Background: an optimization exercise with open tools, aiming at small area, a short achievable clock period and few clock cycles per item. Do not read the settings as production practice.
At most, simulation tests tie the RTL to the original design; equivalence was not proved.

==> flow/design.v <==
`timescale 1ns / 1ps
module cordic(
    input clk,
    input rst,                 
    input start,               
    input signed [7:0] xin,
    input signed [7:0] yin,
    input signed [7:0] angle,
    output reg signed [7:0] sine,
    output reg done
);
    reg signed [7:0] x, y, z;
    reg [6:0] ph;
    wire idle = ph[0];
    reg [7:0] xs, ys, at;
    integer j, k;
    always @(*) begin
        for (j = 0; j < 8; j = j + 1) begin
            xs[j] = idle & xin[j];
            ys[j] = idle & yin[j];
            for (k = 1; k < 7; k = k + 1) begin
                xs[j] = xs[j] | (ph[k] & x[(j + k > 7) ? 7 : j + k]);
                ys[j] = ys[j] | (ph[k] & y[(j + k > 7) ? 7 : j + k]);
            end
        end
        at = ({8{idle}} & 8'd50) | ({8{ph[1]}} & 8'd29) | ({8{ph[2]}} & 8'd15)
           | ({8{ph[3]}} & 8'd8) | ({8{ph[4]}} & 8'd4) | ({8{ph[5]}} & 8'd2)
           | ({8{ph[6]}} & 8'd1);
    end
    wire signed [7:0] xa = idle ? xin : x;
    wire signed [7:0] ya = idle ? yin : y;
    wire signed [7:0] za = idle ? angle : z;
    wire neg = za[7];
    function [7:0] addsub;
        input [7:0] a, b;
        input n;
        reg [7:0] bb, g, p, gg, pp, gn, pn;
        integer i, s;
        begin
            bb = b ^ {8{n}};
            g = a & bb;
            p = a ^ bb;
            gg = g;
            pp = p;
            gg[0] = g[0] | (p[0] & n);
            for (s = 1; s < 8; s = s * 2) begin
                gn = gg;
                pn = pp;
                for (i = s; i < 8; i = i + 1) begin
                    gn[i] = gg[i] | (pp[i] & gg[i - s]);
                    pn[i] = pp[i] & pp[i - s];
                end
                gg = gn;
                pp = pn;
            end
            addsub = p ^ {gg[6:0], n};
        end
    endfunction
    always @(posedge clk) begin
        x <= addsub(xa, ys, ~neg);
        y <= addsub(ya, xs, neg);
        z <= addsub(za, at, ~neg);
        done <= ph[6] & ~rst;
        if (rst)
            ph <= 7'b0000001;
        else if (idle)
            ph <= start ? 7'b0000010 : 7'b0000001;
        else
            ph <= {ph[5:0], ph[6]};
    end
    always @(*) sine = z[7] ? y - (x >>> 7) : y + (x >>> 7);
endmodule
clock: 4.0 ns
lec_check: 0
cap_margin: 20
core_margin: 2
core_utilization: 70
setup_slack_margin: 1.0
slew_margin: 20
standard.sh (not shown) runs the stock make flow with config.mk's settings and CLKGATE_MAP_FILE= SYNTH_SCRIPT=/design/flow/synth_recipe.tcl, a recipe that flattens the netlist after the stock synthesis.
==> flow/flow/run.sh <==
#!/bin/bash
# The standard layout, with the port buffers made from buf_2 cells instead of the
# slow delay buffers buffer_ports picks by default.
set -euo pipefail
export BUFFER_PORTS_ARGS="-buffer_cell sky130_fd_sc_hd__buf_2"

bash standard.sh > standard.log 2>&1
Testbench counts at the start, summed over its fixed seeds: cycles 28,000, items 4,000.
Next try:
--- a/flow/design.v
+++ b/flow/design.v
@@ -46,9 +46,11 @@
             for (s = 1; s < 8; s = s * 2) begin
                 gn = gg;
                 pn = pp;
-                for (i = s; i < 8; i = i + 1) begin
-                    gn[i] = gg[i] | (pp[i] & gg[i - s]);
-                    pn[i] = pp[i] & pp[i - s];
+                for (i = 0; i < 8; i = i + 1) begin
+                    if ((i & s) != 0) begin
+                        gn[i] = gg[i] | (pp[i] & gg[(i & ~(s - 1)) - 1]);
+                        pn[i] = pp[i] & pp[(i & ~(s - 1)) - 1];
+                    end
                 end
                 gg = gn;
                 pp = pn;
@@ -68,5 +70,12 @@
         else
             ph <= {ph[5:0], ph[6]};
     end
-    always @(*) sine = z[7] ? y - (x >>> 7) : y + (x >>> 7);
+    wire [7:0] t = y ~^ {8{z[7]}};
+    reg [7:0] run;             
+    integer m;
+    always @(*) begin
+        run[0] = 1'b1;
+        for (m = 1; m < 8; m = m + 1) run[m] = run[m - 1] & t[m - 1];
+        sine = y ^ ({8{x[7]}} & run);
+    end
 endmodule
Setup slack improves by 0.070 ns.
Synthesized area falls by roughly a tenth.
Routed wire length falls by roughly a tenth.
Synthesized cell count falls by roughly a tenth.
Register-to-register slack degrades by 0.04 ns.
Die area falls by a little under a tenth.
Cell area falls by roughly a tenth.
Core utilization falls by 1.9 points.
Testbench counts after the change, summed over its fixed seeds: cycles 28,000, items 4,000.


## old
Starts from the design.v that is shown in full above.
==> flow/config.mk <==
export PLATFORM = sky130hd
export DESIGN_NAME = cordic
export DESIGN_NICKNAME = cordic
export VERILOG_FILES = /design/flow/design.v
export SDC_FILE = /design/flow/constraint.sdc
export NUM_CORES = 4
export LEC_CHECK = 0
export CAP_MARGIN = 20
export CORE_MARGIN = 2
export CORE_UTILIZATION = 70
export SETUP_SLACK_MARGIN = 0.8
export SLEW_MARGIN = 20
==> flow/constraint.sdc <==
create_clock -name core_clock -period 4.0 [get_ports {clk}]
set_input_delay 0.8000 -clock core_clock [delete_from_list [all_inputs] [get_ports {clk}]]
set_output_delay 0.8000 -clock core_clock [all_outputs]
set_load 0.01 [all_outputs]
Scripts as last shown in full above: flow/flow/run.sh
Testbench counts of old, summed over its fixed seeds: cycles 28,000, items 4,000.
> inputs changed (old -> new)
==> flow/design.v, changed modules only <==
module cordic(
    input clk,
    input rst,                 
    input start,               
    input signed [7:0] xin,
    input signed [7:0] yin,
    input signed [7:0] angle,
    output reg signed [7:0] sine,
    output reg done
);
    reg signed [7:0] x, y, z;
    reg [5:0] ph;
    wire idle = ph[0];
    reg [7:0] xs, ys, at;
    integer j, k;
    always @(*) begin
        for (j = 0; j < 8; j = j + 1) begin
            xs[j] = idle & xin[j];
            ys[j] = idle & yin[j];
            for (k = 1; k < 6; k = k + 1) begin
                xs[j] = xs[j] | (ph[k] & x[(j + k > 7) ? 7 : j + k]);
                ys[j] = ys[j] | (ph[k] & y[(j + k > 7) ? 7 : j + k]);
            end
        end
        at = ({8{idle}} & 8'd50) | ({8{ph[1]}} & 8'd29) | ({8{ph[2]}} & 8'd15)
           | ({8{ph[3]}} & 8'd8) | ({8{ph[4]}} & 8'd4) | ({8{ph[5]}} & 8'd2);
    end
    wire signed [7:0] xa = idle ? xin : x;
    wire signed [7:0] ya = idle ? yin : y;
    wire signed [7:0] za = idle ? angle : z;
    wire neg = za[7];
    function [7:0] addsub;
        input [7:0] a, b;
        input n;
        reg [8:0] t;
        begin
            t = {a, 1'b1} + {b ^ {8{n}}, n};
            addsub = t[8:1];
        end
    endfunction
    always @(posedge clk) begin
        x <= addsub(xa, ys, ~neg);
        y <= addsub(ya, xs, neg);
        z <= addsub(za, at, ~neg);
        done <= ph[5] & ~rst;
        if (rst)
            ph <= 6'b000001;
        else if (idle)
            ph <= start ? 6'b000010 : 6'b000001;
        else
            ph <= {ph[4:0], ph[5]};
    end
    wire nr = z[7];
    wire e_p1 = nr ? (y[7:6] == 2'b01) : (y[7:6] == 2'b11);    
    wire e_p2 = ~nr & (y[7:6] == 2'b10);                          
    wire e_m1 = nr ? (y[7:6] == 2'b11) : (y[7:6] == 2'b01);    
    wire e_m2 = nr & (y[7:6] == 2'b10);                         
    wire ones = &x[6:1];
    wire zeros = ~|x[6:1];
    wire flip = (e_p1 & ones & x[0]) | (e_p2 & ones) | (e_m1 & zeros & ~x[0]) | (e_m2 & zeros);
    wire x7n = x[7] ^ flip;                                       
    wire n7 = nr ? (z != 8'hff) : (z == 8'h00);                   
    wire signed [2:0] xh = {x[7], x[7:6]};                        
    wire signed [2:0] a = nr ? -xh : xh;
    wire signed [1:0] c7 = x7n ? (n7 ? 2'sd1 : -2'sd1) : 2'sd0;
    wire signed [3:0] t = $signed({2'b00, y[1:0]}) + a + c7;
    wire [5:0] hi = y[7:2];
    wire [5:0] hi_p = hi + 6'd1;
    wire [5:0] hi_m = hi - 6'd1;
    always @(*) sine = {t[3] ? hi_m : (t[2] ? hi_p : hi), t[1:0]};
endmodule
==> summary.txt <==
- From the logs: new reached the end of the flow and failed the layout checks with setup timing.
- old: all stages complete, timing, DRC and antenna checks passed
- new vs. old: aggregate routed wire length increased by 3500 um relative to the old numbers, finished layout cell area increased by 22% relative to the old numbers, share of the cycle needed by the critical path after routing increased by 42 points relative to the old numbers.
- [compare] base=old new=new: critical path depth in cells went up.
- new reports its most common cell after layout, fill and taps aside as sky130_fd_sc_hd__xnor2_1 while old reports sky130_fd_sc_hd__buf_2.
- old leaves more setup margin than new.
- Changes observed in new relative to old: count of sequential standard cells fell by 1.
- In new relative to old, maximum frequency from static timing analysis had gone down by more than a quarter.
Only the layout flow was run in new; the RTL was not checked for function there.

==> afterwards: timing with drivers on the ports <==
In the flow no input, the clock included, has a driving cell. The finished layouts below were timed again as built, in two steps.
Step 1 assumes that a clkbuf_16 drives the clock port and a buf_2 every other input.
Step 2 adds t to the input delays and takes it off the output delays; t is the mean of the earliest and latest rising clock arrival at the registers after step 1. Input paths then give back, and output paths get back, about the clock's delay inside the block.
Three values: ideal, step 1, step 2; two values: the first two.
run	t (ns)	slack for setup (ns)	worst setup path after step 2	latest minus earliest clock arrival (ns)	cell pins on the clock port's net
the first run of note 1	0.315	1.084 / 1.055 / 0.859	input to register	0.005 / 0.004	1
the second run of note 1	0.373	1.154 / 1.128 / 0.925	input to register	0.011 / 0.011	1
old	0.314	0.991 / 0.962 / 0.750	input to register	0.005 / 0.005	1
new	0.322	-0.692 / -0.721 / -0.399	register to output	0.008 / 0.008	1
For old, which loses most, drivers alone change the setup slack by -0.029 ns; drivers and shift together by -0.241 ns.
